This design comes from an exercise in tuning for small area on the open sky130 flow, not from production work.
Only simulation tests tie the RTL to the original design; equivalence was not proved.

==> inputs of amber <==
// audio_core
module audio_core
(
	input AUD_BCLK,
	input rst,
	input [2:0]SW,
	input AUD_ADCLRCK,
	input AUD_ADCDAT,
	input AUD_DACLRCK,
	output AUD_DACDAT
);
reg [5:0] adc_cnt;
reg [31:0] adc_shift;
reg [31:0] x;
always @(posedge AUD_BCLK)
	adc_shift <= {adc_shift[30:0], AUD_ADCDAT};
always @(posedge AUD_BCLK or negedge rst)
begin
	if (rst == 1'b0)
		adc_cnt <= 6'd0;
	else if (adc_cnt == 6'd33)
		adc_cnt <= 6'd0;
	else if (adc_cnt != 6'd0 || AUD_ADCLRCK)
		adc_cnt <= adc_cnt + 6'd1;
end
reg [7:0] r;
reg [8:0] q;
wire sign_bit = (adc_cnt == 6'd1) || (adc_cnt == 6'd17);
wire [8:0] t = {r, AUD_ADCDAT};
wire ge = (t >= 9'd141);
wire [8:0] tm = t - 9'd141;
always @(posedge AUD_BCLK)
begin
	if (sign_bit) begin
		r <= AUD_ADCDAT ? 8'd140 : 8'd0;
		q <= {9{AUD_ADCDAT}};
	end else begin
		r <= ge ? tm[7:0] : t[7:0];
		q <= {q[7:0], ge};
	end
end
reg [3:0] g;
always @(*)
begin
	case (r)
		8'd0: g = 4'd0;
		8'd1: g = 4'd0;
		8'd2: g = 4'd0;
		8'd3: g = 4'd0;
		8'd4: g = 4'd0;
		8'd5: g = 4'd0;
		8'd6: g = 4'd0;
		8'd7: g = 4'd0;
		8'd8: g = 4'd0;
		8'd9: g = 4'd1;
		8'd10: g = 4'd1;
		8'd11: g = 4'd1;
		8'd12: g = 4'd1;
		8'd13: g = 4'd1;
		8'd14: g = 4'd1;
		8'd15: g = 4'd1;
		8'd16: g = 4'd1;
		8'd17: g = 4'd1;
  ...
Settings: LEC_CHECK=0, CAP_MARGIN=20, CORE_MARGIN=2, CORE_UTILIZATION=65, CTS_BUF_LIST=sky130_fd_sc_hd__clkbuf_8, CTS_CLUSTER_DIAMETER=60, CTS_CLUSTER_SIZE=16, PLACE_DENSITY=0.75, SLEW_MARGIN=20, SYNTH_HIERARCHICAL=1, SYNTH_MINIMUM_KEEP_SIZE=0; clock period 40.0 ns.
run.sh (not shown) runs the stock make flow with config.mk's settings and CLKGATE_MAP_FILE= SYNTH_SCRIPT=/design/flow/synth_recipe.tcl, a recipe that flattens the netlist after the stock synthesis.
==> inputs of garnet, as changes to amber <==
--- a/flow/design.v
+++ b/flow/design.v
@@ -499,43 +499,41 @@
 assign p[7] = b39;
 assign p[8] = b43;
 assign p[9] = b45;
 assign p[10] = ~b47;
 wire g1 = $signed(p) >= 11'sd141;
 wire g2 = $signed(p) >= 11'sd282;
-wire g3 = $signed(p) >= 11'sd423;
 wire l0 = p[10];
 wire l1 = $signed(p) < -11'sd141;
 wire l2 = $signed(p) < -11'sd282;
 wire l3 = $signed(p) < -11'sd423;
 wire l4 = $signed(p) < -11'sd564;
-wire l5 = $signed(p) < -11'sd705;
 wire f1, f2;
 fa f1_c(uh[0], mh[0], g1, f1, f2);
 wire f3, f4;
-fa f3_c(g2, g3, f1, f3, f4);
+fa f3_c(l0, l1, l2, f3, f4);
 wire f5, f6;
-fa f5_c(l0, l1, l2, f5, f6);
+ha f5_c(l3, l4, f5, f6);
 wire f7, f8;
-fa f7_c(l3, l4, l5, f7, f8);
-wire f9, f10;
-fa f9_c(f5, f7, ~f3, f9, f10);
+fa f7_c(g2, f1, ~f3, f7, f8);
+wire f9 = ~f5 & f7;
+wire f10 = f5 ^ f7;
 wire f11, f12;
 fa f11_c(uh[1], mh[1], f2, f11, f12);
 wire f13, f14;
-ha f13_c(f6, f8, f13, f14);
+fa f13_c(f8, f9, f11, f13, f14);
 wire f15, f16;
-fa f15_c(f4, f11, ~f10, f15, f16);
-wire f17 = ~f13 & f15;
+ha f15_c(f4, f6, f15, f16);
+wire f17 = f13 & ~f15;
 wire f18 = f13 ^ f15;
 wire f19, f20;
 fa f19_c(uh[2], mh[2], f12, f19, f20);
 wire f21, f22;
-fa f21_c(f16, f17, f19, f21, f22);
+fa f21_c(f14, f17, f19, f21, f22);
 wire f23, f24;
-ha f23_c(uh[0], f14, f23, f24);
+ha f23_c(uh[0], f16, f23, f24);
 wire f25 = f21 & ~f23;
 wire f26 = f21 ^ f23;
 wire f27, f28;
 fa f27_c(uh[3], mh[3], f20, f27, f28);
 wire f29, f30;
 fa f29_c(f22, f25, f27, f29, f30);
@@ -605,13 +603,13 @@
 wire f94 = 1'b0 ^ f91;
 wire f95, f96;
 fa f95_c(uh[8], f92, f93, f95, f96);
 wire f97 = ~1'b0 & f95;
 wire f98 = 1'b0 ^ f95;
 wire f99 = f96 ^ f97 ^ ~uh[9];
-assign q[0] = ~f9;
+assign q[0] = ~f10;
 assign q[1] = ~f18;
 assign q[2] = ~f26;
 assign q[3] = ~f34;
 assign q[4] = ~f42;
 assign q[5] = f49;
 assign q[6] = ~f58;
@@ -622,97 +620,95 @@
 assign q[11] = f89;
 assign q[12] = ~f94;
 assign q[13] = ~f98;
 assign q[14] = f99;
 endmodule
 module ec_ch(input [15:0] x, input [15:0] xp, output [15:0] y);
-wire [13:0] xq = ~xp[15:2];
-wire c = xp[15] | ~(xp[1] | xp[0]);
-wire s1, s2;
-fa s1_c(x[0], xp[0], xq[0], s1, s2);
-wire s3, s4;
-ha s3_c(c, s1, s3, s4);
+wire s1 = xp[0] & xp[15];
+wire s2, s3;
+fa s2_c(xp[0], xp[1], xp[15], s2, s3);
+wire s4 = s1 & s2;
 wire s5, s6;
-fa s5_c(x[1], xp[1], xq[1], s5, s6);
+fa s5_c(xp[1], xp[2], x[0], s5, s6);
 wire s7, s8;
-fa s7_c(s2, s4, s5, s7, s8);
+fa s7_c(s3, s4, s5, s7, s8);
 wire s9, s10;
-fa s9_c(x[2], xp[2], xq[2], s9, s10);
+fa s9_c(xp[2], xp[3], x[1], s9, s10);
 wire s11, s12;
 fa s11_c(s6, s8, s9, s11, s12);
 wire s13, s14;
-fa s13_c(x[3], xp[3], xq[3], s13, s14);
+fa s13_c(xp[3], xp[4], x[2], s13, s14);
 wire s15, s16;
 fa s15_c(s10, s12, s13, s15, s16);
 wire s17, s18;
-fa s17_c(x[4], xp[4], xq[4], s17, s18);
+fa s17_c(xp[4], xp[5], x[3], s17, s18);
 wire s19, s20;
 fa s19_c(s14, s16, s17, s19, s20);
 wire s21, s22;
-fa s21_c(x[5], xp[5], xq[5], s21, s22);
+fa s21_c(xp[5], xp[6], x[4], s21, s22);
 wire s23, s24;
 fa s23_c(s18, s20, s21, s23, s24);
 wire s25, s26;
-fa s25_c(x[6], xp[6], xq[6], s25, s26);
+fa s25_c(xp[6], xp[7], x[5], s25, s26);
 wire s27, s28;
 fa s27_c(s22, s24, s25, s27, s28);
 wire s29, s30;
-fa s29_c(x[7], xp[7], xq[7], s29, s30);
+fa s29_c(xp[7], xp[8], x[6], s29, s30);
 wire s31, s32;
 fa s31_c(s26, s28, s29, s31, s32);
 wire s33, s34;
-fa s33_c(x[8], xp[8], xq[8], s33, s34);
+fa s33_c(xp[8], xp[9], x[7], s33, s34);
 wire s35, s36;
 fa s35_c(s30, s32, s33, s35, s36);
 wire s37, s38;
-fa s37_c(x[9], xp[9], xq[9], s37, s38);
+fa s37_c(xp[9], xp[10], x[8], s37, s38);
 wire s39, s40;
 fa s39_c(s34, s36, s37, s39, s40);
 wire s41, s42;
-fa s41_c(x[10], xp[10], xq[10], s41, s42);
+fa s41_c(xp[10], xp[11], x[9], s41, s42);
 wire s43, s44;
 fa s43_c(s38, s40, s41, s43, s44);
 wire s45, s46;
-fa s45_c(x[11], xp[11], xq[11], s45, s46);
+fa s45_c(xp[11], xp[12], x[10], s45, s46);
 wire s47, s48;
 fa s47_c(s42, s44, s45, s47, s48);
 wire s49, s50;
-fa s49_c(x[12], xp[12], xq[12], s49, s50);
+fa s49_c(xp[12], xp[13], x[11], s49, s50);
 wire s51, s52;
 fa s51_c(s46, s48, s49, s51, s52);
 wire s53, s54;
-fa s53_c(x[13], xp[13], s50, s53, s54);
+fa s53_c(xp[13], xp[14], x[12], s53, s54);
 wire s55, s56;
-fa s55_c(s52, s53, ~xq[13], s55, s56);
-wire s57 = ~1'b0 & s55;
-wire s58 = 1'b0 ^ s55;
+fa s55_c(s50, s52, s53, s55, s56);
+wire s57, s58;
+fa s57_c(xp[14], x[13], s54, s57, s58);
 wire s59, s60;
-fa s59_c(x[14], xp[14], s54, s59, s60);
-wire s61, s62;
-fa s61_c(s56, s57, s59, s61, s62);
-wire s63 = ~1'b0 & s61;
-wire s64 = 1'b0 ^ s61;
-wire s65 = s60 ^ s62 ^ s63;
-wire s66 = x[15] ^ xp[15] ^ 1'b0;
-wire s67 = s65 ^ s66;
-assign y[0] = s3;
-assign y[1] = s7;
-assign y[2] = s11;
-assign y[3] = s15;
-assign y[4] = s19;
-assign y[5] = s23;
-assign y[6] = s27;
-assign y[7] = s31;
-assign y[8] = s35;
-assign y[9] = s39;
-assign y[10] = s43;
-assign y[11] = s47;
-assign y[12] = s51;
-assign y[13] = ~s58;
-assign y[14] = ~s64;
-assign y[15] = ~s67;
+fa s59_c(s56, s57, ~xp[15], s59, s60);
+wire s61 = ~1'b0 & s59;
+wire s62 = 1'b0 ^ s59;
+wire s63, s64;
+fa s63_c(x[14], s58, s60, s63, s64);
+wire s65, s66;
+fa s65_c(s61, s63, ~xp[15], s65, s66);
+wire s67 = s64 ^ s66 ^ ~x[15];
+assign y[0] = s7;
+assign y[1] = s11;
+assign y[2] = s15;
+assign y[3] = s19;
+assign y[4] = s23;
+assign y[5] = s27;
+assign y[6] = s31;
+assign y[7] = s35;
+assign y[8] = s39;
+assign y[9] = s43;
+assign y[10] = s47;
+assign y[11] = s51;
+assign y[12] = s55;
+assign y[13] = ~s62;
+assign y[14] = s65;
+assign y[15] = s67;
 endmodule
 module fa(input a, input b, input c, output s, output co);
 assign s = a ^ b ^ c;
 assign co = (a & b) | (a & c) | (b & c);
 endmodule
 module ha(input a, input b, output s, output co);
==> flow/flow/run.sh (new file) <==
#!/bin/bash
# The standard layout, with the resizer's power recovery after global
# routing (it downsizes cells on paths with timing slack to spare).
set -o pipefail
export RECOVER_POWER=100
bash standard.sh finish > standard_flow.log 2>&1
==> flow/standard.sh (new file) <==
#!/bin/bash
# synth_recipe.tcl (not shown) runs the flow's synth.tcl, then flattens the netlist and writes it again
# the make line also repeats each setting of config.mk as NAME=value (left out here)
make -C /OpenROAD-flow-scripts/flow DESIGN_CONFIG=/design/flow/config.mk WORK_HOME=/design/flow/orfs CLKGATE_MAP_FILE= SYNTH_SCRIPT=/design/flow/synth_recipe.tcl "${@:-finish}"
CTS_BUF_LIST = sky130_fd_sc_hd__clkbuf_16   (was sky130_fd_sc_hd__clkbuf_8)
CTS_CLUSTER_DIAMETER = 100   (was 60)
CTS_CLUSTER_SIZE = 30   (was 16)
removed: flow/run.sh
==> inputs of sierra, as changes to amber <==
CORE_UTILIZATION = 40   (was 65)
CTS_BUF_LIST = unset   (was sky130_fd_sc_hd__clkbuf_8)
CTS_CLUSTER_DIAMETER = unset   (was 60)
CTS_CLUSTER_SIZE = unset   (was 16)
PLACE_DENSITY = unset   (was 0.75)
==> inputs of fjord, as changes to amber <==
--- a/flow/design.v
+++ b/flow/design.v
@@ -499,43 +499,41 @@
 assign p[7] = b39;
 assign p[8] = b43;
 assign p[9] = b45;
 assign p[10] = ~b47;
 wire g1 = $signed(p) >= 11'sd141;
 wire g2 = $signed(p) >= 11'sd282;
-wire g3 = $signed(p) >= 11'sd423;
 wire l0 = p[10];
 wire l1 = $signed(p) < -11'sd141;
 wire l2 = $signed(p) < -11'sd282;
 wire l3 = $signed(p) < -11'sd423;
 wire l4 = $signed(p) < -11'sd564;
-wire l5 = $signed(p) < -11'sd705;
 wire f1, f2;
 fa f1_c(uh[0], mh[0], g1, f1, f2);
 wire f3, f4;
-fa f3_c(g2, g3, f1, f3, f4);
+fa f3_c(l0, l1, l2, f3, f4);
 wire f5, f6;
-fa f5_c(l0, l1, l2, f5, f6);
+ha f5_c(l3, l4, f5, f6);
 wire f7, f8;
-fa f7_c(l3, l4, l5, f7, f8);
-wire f9, f10;
-fa f9_c(f5, f7, ~f3, f9, f10);
+fa f7_c(g2, f1, ~f3, f7, f8);
+wire f9 = ~f5 & f7;
+wire f10 = f5 ^ f7;
 wire f11, f12;
 fa f11_c(uh[1], mh[1], f2, f11, f12);
 wire f13, f14;
-ha f13_c(f6, f8, f13, f14);
+fa f13_c(f8, f9, f11, f13, f14);
 wire f15, f16;
-fa f15_c(f4, f11, ~f10, f15, f16);
-wire f17 = ~f13 & f15;
+ha f15_c(f4, f6, f15, f16);
+wire f17 = f13 & ~f15;
 wire f18 = f13 ^ f15;
 wire f19, f20;
 fa f19_c(uh[2], mh[2], f12, f19, f20);
 wire f21, f22;
-fa f21_c(f16, f17, f19, f21, f22);
+fa f21_c(f14, f17, f19, f21, f22);
 wire f23, f24;
-ha f23_c(uh[0], f14, f23, f24);
+ha f23_c(uh[0], f16, f23, f24);
 wire f25 = f21 & ~f23;
 wire f26 = f21 ^ f23;
 wire f27, f28;
 fa f27_c(uh[3], mh[3], f20, f27, f28);
 wire f29, f30;
 fa f29_c(f22, f25, f27, f29, f30);
@@ -605,13 +603,13 @@
 wire f94 = 1'b0 ^ f91;
 wire f95, f96;
 fa f95_c(uh[8], f92, f93, f95, f96);
 wire f97 = ~1'b0 & f95;
 wire f98 = 1'b0 ^ f95;
 wire f99 = f96 ^ f97 ^ ~uh[9];
-assign q[0] = ~f9;
+assign q[0] = ~f10;
 assign q[1] = ~f18;
 assign q[2] = ~f26;
 assign q[3] = ~f34;
 assign q[4] = ~f42;
 assign q[5] = f49;
 assign q[6] = ~f58;
@@ -622,97 +620,95 @@
 assign q[11] = f89;
 assign q[12] = ~f94;
 assign q[13] = ~f98;
 assign q[14] = f99;
 endmodule
 module ec_ch(input [15:0] x, input [15:0] xp, output [15:0] y);
-wire [13:0] xq = ~xp[15:2];
-wire c = xp[15] | ~(xp[1] | xp[0]);
-wire s1, s2;
-fa s1_c(x[0], xp[0], xq[0], s1, s2);
-wire s3, s4;
-ha s3_c(c, s1, s3, s4);
+wire s1 = xp[0] & xp[15];
+wire s2, s3;
+fa s2_c(xp[0], xp[1], xp[15], s2, s3);
+wire s4 = s1 & s2;
 wire s5, s6;
-fa s5_c(x[1], xp[1], xq[1], s5, s6);
+fa s5_c(xp[1], xp[2], x[0], s5, s6);
 wire s7, s8;
-fa s7_c(s2, s4, s5, s7, s8);
+fa s7_c(s3, s4, s5, s7, s8);
 wire s9, s10;
-fa s9_c(x[2], xp[2], xq[2], s9, s10);
+fa s9_c(xp[2], xp[3], x[1], s9, s10);
 wire s11, s12;
 fa s11_c(s6, s8, s9, s11, s12);
 wire s13, s14;
-fa s13_c(x[3], xp[3], xq[3], s13, s14);
+fa s13_c(xp[3], xp[4], x[2], s13, s14);
 wire s15, s16;
 fa s15_c(s10, s12, s13, s15, s16);
 wire s17, s18;
-fa s17_c(x[4], xp[4], xq[4], s17, s18);
+fa s17_c(xp[4], xp[5], x[3], s17, s18);
 wire s19, s20;
 fa s19_c(s14, s16, s17, s19, s20);
 wire s21, s22;
-fa s21_c(x[5], xp[5], xq[5], s21, s22);
+fa s21_c(xp[5], xp[6], x[4], s21, s22);
 wire s23, s24;
 fa s23_c(s18, s20, s21, s23, s24);
 wire s25, s26;
-fa s25_c(x[6], xp[6], xq[6], s25, s26);
+fa s25_c(xp[6], xp[7], x[5], s25, s26);
 wire s27, s28;
 fa s27_c(s22, s24, s25, s27, s28);
 wire s29, s30;
-fa s29_c(x[7], xp[7], xq[7], s29, s30);
+fa s29_c(xp[7], xp[8], x[6], s29, s30);
 wire s31, s32;
 fa s31_c(s26, s28, s29, s31, s32);
 wire s33, s34;
-fa s33_c(x[8], xp[8], xq[8], s33, s34);
+fa s33_c(xp[8], xp[9], x[7], s33, s34);
 wire s35, s36;
 fa s35_c(s30, s32, s33, s35, s36);
 wire s37, s38;
-fa s37_c(x[9], xp[9], xq[9], s37, s38);
+fa s37_c(xp[9], xp[10], x[8], s37, s38);
 wire s39, s40;
 fa s39_c(s34, s36, s37, s39, s40);
 wire s41, s42;
-fa s41_c(x[10], xp[10], xq[10], s41, s42);
+fa s41_c(xp[10], xp[11], x[9], s41, s42);
 wire s43, s44;
 fa s43_c(s38, s40, s41, s43, s44);
 wire s45, s46;
-fa s45_c(x[11], xp[11], xq[11], s45, s46);
+fa s45_c(xp[11], xp[12], x[10], s45, s46);
 wire s47, s48;
 fa s47_c(s42, s44, s45, s47, s48);
 wire s49, s50;
-fa s49_c(x[12], xp[12], xq[12], s49, s50);
+fa s49_c(xp[12], xp[13], x[11], s49, s50);
 wire s51, s52;
 fa s51_c(s46, s48, s49, s51, s52);
 wire s53, s54;
-fa s53_c(x[13], xp[13], s50, s53, s54);
+fa s53_c(xp[13], xp[14], x[12], s53, s54);
 wire s55, s56;
-fa s55_c(s52, s53, ~xq[13], s55, s56);
-wire s57 = ~1'b0 & s55;
-wire s58 = 1'b0 ^ s55;
+fa s55_c(s50, s52, s53, s55, s56);
+wire s57, s58;
+fa s57_c(xp[14], x[13], s54, s57, s58);
 wire s59, s60;
-fa s59_c(x[14], xp[14], s54, s59, s60);
-wire s61, s62;
-fa s61_c(s56, s57, s59, s61, s62);
-wire s63 = ~1'b0 & s61;
-wire s64 = 1'b0 ^ s61;
-wire s65 = s60 ^ s62 ^ s63;
-wire s66 = x[15] ^ xp[15] ^ 1'b0;
-wire s67 = s65 ^ s66;
-assign y[0] = s3;
-assign y[1] = s7;
-assign y[2] = s11;
-assign y[3] = s15;
-assign y[4] = s19;
-assign y[5] = s23;
-assign y[6] = s27;
-assign y[7] = s31;
-assign y[8] = s35;
-assign y[9] = s39;
-assign y[10] = s43;
-assign y[11] = s47;
-assign y[12] = s51;
-assign y[13] = ~s58;
-assign y[14] = ~s64;
-assign y[15] = ~s67;
+fa s59_c(s56, s57, ~xp[15], s59, s60);
+wire s61 = ~1'b0 & s59;
+wire s62 = 1'b0 ^ s59;
+wire s63, s64;
+fa s63_c(x[14], s58, s60, s63, s64);
+wire s65, s66;
+fa s65_c(s61, s63, ~xp[15], s65, s66);
+wire s67 = s64 ^ s66 ^ ~x[15];
+assign y[0] = s7;
+assign y[1] = s11;
+assign y[2] = s15;
+assign y[3] = s19;
+assign y[4] = s23;
+assign y[5] = s27;
+assign y[6] = s31;
+assign y[7] = s35;
+assign y[8] = s39;
+assign y[9] = s43;
+assign y[10] = s47;
+assign y[11] = s51;
+assign y[12] = s55;
+assign y[13] = ~s62;
+assign y[14] = s65;
+assign y[15] = s67;
 endmodule
 module fa(input a, input b, input c, output s, output co);
 assign s = a ^ b ^ c;
 assign co = (a & b) | (a & c) | (b & c);
 endmodule
 module ha(input a, input b, output s, output co);
CTS_BUF_LIST = sky130_fd_sc_hd__clkbuf_8 sky130_fd_sc_hd__clkbuf_16   (was sky130_fd_sc_hd__clkbuf_8)
CTS_CLUSTER_DIAMETER = 100   (was 60)
CTS_CLUSTER_SIZE = 30   (was 16)
==> flow_summary.json <==
{
  "hpwl_mm": 35.27,
  "seq_area_frac": 0.2711,
  "status": "no timing/DRC/antenna violations",
  "clock_skew_ps": 24.08,
  "grt_pass1_wl_mm": 76.82,
  "synth_mux_area_frac": 0.08034,
  "final_area_mm2": 0.02324,
  "clock_area_frac": 0.02611
}
[end of results for amber]
==> flow_summary.json <==
{
  "hpwl_mm": 35.96,
  "fp-row-count": 86,
  "synth_mux_area_frac": 0.08034,
  "hold_buffers": 0,
  "seq_area_frac": 0.2614,
  "final_area_mm2": 0.02410,
  "grt_pass1_wl_mm": 78.87,
  "htree_levels": 1,
  "post_cts_resized": 0,
  "post-route-period-util": 0.7828,
  "clock_area_frac": 0.04501,
  "clock_skew_ps": 15.87,
  "rsz0062_at_grt": "no",
  "synthTopCellsByArea": "fa_1 (38%), dfrtp_1 (19%), mux2_2 (7.7%)",
  "status": "no timing/DRC/antenna violations"
}
[end of results for sierra]
==> flow_summary.json <==
{
  "hpwl_mm": 33.57,
  "drv_cap": 8,
  "fin_util": 0.6769,
  "grt_pass1_wl_mm": 74.20,
  "seq_area_frac": 0.2769,
  "final_area_mm2": 0.02276,
  "final-max-slew-violation-count": 358,
  "clock_area_frac": 0.02260,
  "so_faults": "capacitance limit, slew limit",
  "status": "complete, but fails checks"
}
[end of results for garnet]
==> flow_summary.json <==
{
  "grt.total_usage": 0.2652,
  "seq_area_frac": 0.2756,
  "hpwl_mm": 33.57,
  "synth_mux_area_frac": 0.08144,
  "yosysUniqueCellTypes": 80,
  "clock_area_frac": 0.02249,
  "grt_util_met3": 0.03464,
  "mostFrequentLayoutCell": "fa_1",
  "final_area_mm2": 0.02287,
  "coreArea_mm2": 0.03362,
  "clock_skew_ps": 49.61,
  "status": "no timing/DRC/antenna violations",
  "wire_per_inst_um": 20.35
}
[end of results for fjord]

-- port drivers added, routing unchanged --
How much do the figures lean on ideal ports? The routed layouts below were timed once more, with nothing changed but the port constraints. Step 1 sets driving cells, clkbuf_16 on the clock port and buf_2 on the other inputs (assumed; they add their load-dependent delay and slew). Step 2 moves the port delays by t, midway between the first and last clock arrival at a register: inputs arrive t later, outputs are due t later. That takes back most of the time a late clock gives input paths. a / b / c = no drivers / after step 1 / after step 2; a / b = the first two.
run | shift t [ns] | slack for setup (ns) | worst setup path at the end
amber | 0.635 | 8.634 / 8.634 / 8.634 | register to register
garnet | 0.555 | 8.859 / 8.859 / 8.859 | register to register
sierra | 0.631 | 8.688 / 8.688 / 8.688 | register to register
fjord | 0.556 | 8.845 / 8.845 / 8.845 | register to register
